Context: an optimization exercise on an open-source flow, tuned for small area, a short achievable clock period and few clock cycles per item. The choices shown serve that exercise and are no tape-out recipe. The RTL was checked by simulation tests, not by an equivalence proof against the original design.

[design/flow/config.mk]
export PLATFORM = sky130hd
export DESIGN_NAME = mmult
export DESIGN_NICKNAME = mmult
export VERILOG_FILES = /design/flow/design.v
export SDC_FILE = /design/flow/constraint.sdc
export NUM_CORES = 4
export LEC_CHECK = 0
export CAP_MARGIN = 20
export CORE_MARGIN = 2
export CORE_UTILIZATION = 40
export SLEW_MARGIN = 20
[design/flow/constraint.sdc]
create_clock -name core_clock -period 9.0 [get_ports {clk}]
set_input_delay 1.8000 -clock core_clock [delete_from_list [all_inputs] [get_ports {clk}]]
set_output_delay 1.8000 -clock core_clock [all_outputs]
set_load 0.01 [all_outputs]
[design/flow/design.v]
`timescale 1ns / 1ps
module mmult(
  input  clk,                  
  input  reset_n,              
  input  enable,               
  input  [0:9*8-1] A_mat,      
  input  [0:9*8-1] B_mat,      
  output reg valid,            
  output reg [0:9*17-1] C_mat  
);
reg [7:0] A00,A01,A02,A10,A11,A12,A20,A21,A22,B00,B01,B02,B10,B11,B12,B20,B21,B22;
reg [1:0] counter;
always@(posedge clk)
begin
  if(!reset_n)
  begin
    counter<=2'd0;
    valid<=1'd0;
  end
  else
  begin
    valid<=1'd0;
    if(counter==2'd0)
    begin
      if(enable)
      begin
        A00<=A_mat[0:7];
        A01<=A_mat[8:15];
        A02<=A_mat[16:23];
        A10<=A_mat[24:31];
        A11<=A_mat[32:39];
        A12<=A_mat[40:47];
        A20<=A_mat[48:55];
        A21<=A_mat[56:63];
        A22<=A_mat[64:71];
        B00<=B_mat[0:7];
        B01<=B_mat[8:15];
        B02<=B_mat[16:23];
        B10<=B_mat[24:31];
        B11<=B_mat[32:39];
        B12<=B_mat[40:47];
        B20<=B_mat[48:55];
        B21<=B_mat[56:63];
        B22<=B_mat[64:71];
        counter<=2'd1;
      end
    end
    else if(counter==2'd1)
    begin
      C_mat[0:16]<=A00*B00+A01*B10+A02*B20;
      C_mat[51:67]<=A10*B00+A11*B10+A12*B20;
      C_mat[102:118]<=A20*B00+A21*B10+A22*B20;
      counter<=2'd2;
    end
    else if(counter==2'd2)
    begin
      C_mat[17:33]<=A00*B01+A01*B11+A02*B21;
      C_mat[68:84]<=A10*B01+A11*B11+A12*B21;
      C_mat[119:135]<=A20*B01+A21*B11+A22*B21;
      counter<=2'd3;
    end
    else
    begin
      C_mat[34:50]<=A00*B02+A01*B12+A02*B22;
      C_mat[85:101]<=A10*B02+A11*B12+A12*B22;
      C_mat[136:152]<=A20*B02+A21*B12+A22*B22;
      counter<=2'd0;
      valid<=1'd1;
    end
  end
end
endmodule
[design/flow/run.sh]
#!/bin/bash
# synth_recipe.tcl (not shown) runs the flow's synth.tcl, then flattens the netlist and writes it again
# the make line also repeats each setting of config.mk as NAME=value (left out here)
make -C /OpenROAD-flow-scripts/flow DESIGN_CONFIG=/design/flow/config.mk WORK_HOME=/design/flow/orfs CLKGATE_MAP_FILE= SYNTH_SCRIPT=/design/flow/synth_recipe.tcl finish
==> results.txt <==
Worst path max stage delay 1.08 ns; Crit Path Class flop to flop; post-DP HPWL 158 mm; layout cells sized above 1 approximately 2.6%; max cap viols 0; fin crit share approximately four fifths; Worst EP arrival approximately 7.5 ns; largest net degree at the start of global routing around 110; die area about 180000 um^2; RSZ-0062 raised after global routing no; clock sinks 300; initial antenna violation count 7; vias in the first global route 53200; Clock Skew between 0.03 and 0.04 ns; most frequent cells in the layout inv_1 (2059), fa_1 (1440), and2_1 (1117); R2R cell count 18; design area a little under 80000 um^2; DR vias/cell 4.83; most common cell after layout, fill and taps aside inv_1; largest area contributor in the netlist fa_1; I/O pin count 301; worst r2r src B00[3]; Met3 Wirelength 8.30 mm; ys flop type edfxtp_1; Core Util, Final approximately 44%; PostCTS Resize Cnt 0; met2 WL post-DR roughly 98 mm; ANT nets after route 0; area delta synth->final 10.7%; TritonCTS Buffers between 40 and 50; clock root buffer clkbuf_16; postcts setup bufs 0; first-pass GRT wire length 309 mm; Fin. Hold Viols 0; WL met1 about 80 mm; wire length per cell ~20 um; CP endpoint kind flop; post-synthesis sequential area ratio between 10% and 20%; Reg with most FFs C_mat; core footprint approximately 180000 um^2; Yosys top cell area share between 40 and 50%; outcome finished clean; hold wc startpoint counter[0]; CP Launch Type flop; drt initial violations roughly 2200; final setup violation count 0; Worst-Skew Late Latency between 0.6 and 0.7 ns; GRT overflow 0; #FFs+latches synth 300; final net count approximately 10000; minimum clock period ~7.1 ns; deepest clock path buffer count 3; Worst path slowest cell edfxtp_1; hold_ws roughly 0.54 ns; H-tree depth reported by CTS 2; post-layout worst setup margin around 1.9 ns; Slew @ Worst Pin about 1.2 ns; max reg flops between 150 and 200; Sum Neg Setup Slack 0 ns; FP Rows roughly 150; die width around 420 um; DP Area about 76000 um^2; largest cells by area after synthesis fa_1 (41%), ha_1 (16%), edfxtp_1 (13%), inv_1 (11%), and2_1 (9.9%); cts hold-fix bufs 0; worst path required time approximately 9.4 ns; Hold Crit Class flop to flop; CP Max Fanout 24; WL final 195 mm; fill count roughly 17000; reg2reg end C_mat[103]; Slew Limit Headroom 19.7%; Worst Hold Depth 2; post-synthesis async set-or-reset flop share 0%; Netlist Area Pre-Place approximately 71000 um^2; Avg Cell Area, Syn a little under 10 um^2; Overall Global Routing Usage between 20 and 25%; highest routed layer met5; max-slew violation count 0; GP Congestion approximately 0.88; Critical Path Most Common Cell fa_1; number of flops mapped to enable cells by yosys 297; Syn. warnings 1; Unique masters post-synth 47; Synth Instances slightly above 7000; fmax ~0.14 GHz; worst slack, placed approximately 1.9 ns; DRT Pass-1 Iters 6; Port Buffers 300; clk slew on worst S/H paths 0.07 ns; # DRC 0; Die Y 424 um; vias roughly 47000; Starting Density about two fifths; CTS tree built; Hold Path End counter[0]; critical path, cell by cell nand2_1, fa_1, fa_1, fa_1, inv_1, fa_1, fa_1, fa_1, inv_1, fa_1, inv_1, ha_1, nor2b_1, o21a_1, o21ai_0, a21oi_1, a311oi_1, xnor2_1; R2R Setup Slk 1.88 ns; Synth Net Count about 9700
-- synthesized netlist by cell type, types with 5 or more instances --
cell type     n
ha_1        877
nor2_1       42
nor4_1       11
inv_1      2059
nand2b_1     26
o22ai_1       5
o31ai_1      10
o21bai_1      9
nand4_1      14
nor2b_1      19
xor2_1       33
clkbuf_1    290
edfxtp_1    297
o21ai_0      46
a21o_1       24
fa_1       1440
and3_1        8
a21oi_1      66
nand2_1     631
and2_1     1117
a31oi_1       6
o21a_1       23
a211oi_1     19
xnor2_1      99
a311oi_1      7
nor3_1       15
a211o_1       8
-- cell type report --
class                           instances  area (um^2)  area share [%]
Multi-Input combinational cell       4592        52800            67.6
Inverter                             2059         7730            9.90
Tap cell                             2340         2930            3.75
Antenna cell                            9         22.5          0.0288
Clock buffer                           49         1140            1.46
Clock inverter                         35          480           0.615
Sequential cell                       300         8980            11.5
Timing Repair Buffer                  416         4040            5.17
-- per-stage QoR --
stage          instances
3_5_place_dp        9702
6_report            9800
2_1_floorplan       7242
5_1_grt             9791
3_3_place_gp        9695
4_1_cts             9786
-- worst max-delay path: cells and delay by family, from the launching register on --
kind	cells	cell delay, ns
xor gates and xnor gates	1	0.11
and+or+nand+nor	2	0.34
DFF	1	1.08
adders and majority gates	8	3.91
buffers and inverters	3	0.15
AOI/OAI and AO/OA	4	1.22
-- worst max path at each step --
stage	startpoint	to	slack, ns	cells past startpoint
final	B00[3]	C_mat[103]	1.88	18
after detailed placement	A20[2]	C_mat[103]	1.91	18
after CTS	A20[2]	C_mat[103]	1.89	18
after global placement	B22[1]	C_mat[35]	1.85	17
after floorplan	reset_n	C_mat[119]	2.82	2
after global routing	B02[3]	C_mat[35]	1.62	18
-- routing by layer --
layer  up-vias  track usage [%]
met5         -                0
met4         2             9.65
met3       283             2.71
met2      1059             39.4
met1     24600             27.8
li1      21400                -
-- kinds of logic after synthesis --
family,share of synthesized area (%)
AO/OA/AOI/OAI,2.19
XOR/XNOR,1.64
adder cells (fa/ha/maj),56.4
buffers and inverters,12.5
flip-flops,12.7
multiplexers,0.0426
AND/OR/NAND/NOR,14.5
Testbench counts, summed over its fixed seeds: cycles 6,400, products 1,600.

==> re-timing with driven ports <==
The results above use ideal ports. As a check the final layout listed here was re-extracted and re-timed, cells and wires unchanged. Step 1 sets driving cells, clkbuf_16 on the clock port and buf_2 on the other inputs (assumed; they add their load-dependent delay and slew). Step 2 times the ports against the registers' clock, not the clock port: input delays grow and output delays shrink by t, the midpoint of the rising clock arrivals with the driver on. Three values: no drivers, after step 1, after step 2; two values: the first two.
shift t [ns]: 0.744
setup slack, ns: 1.880 / 1.880 / 1.880
hold slack, ns: 0.543 / 0.543 / 0.543
worst setup path at the end: register to register
pins driven straight from the clock port: 1
After both steps this run still meets setup and hold. The setup slack of this run moves by 0.000 ns with the drivers and by 0.000 ns with both steps.
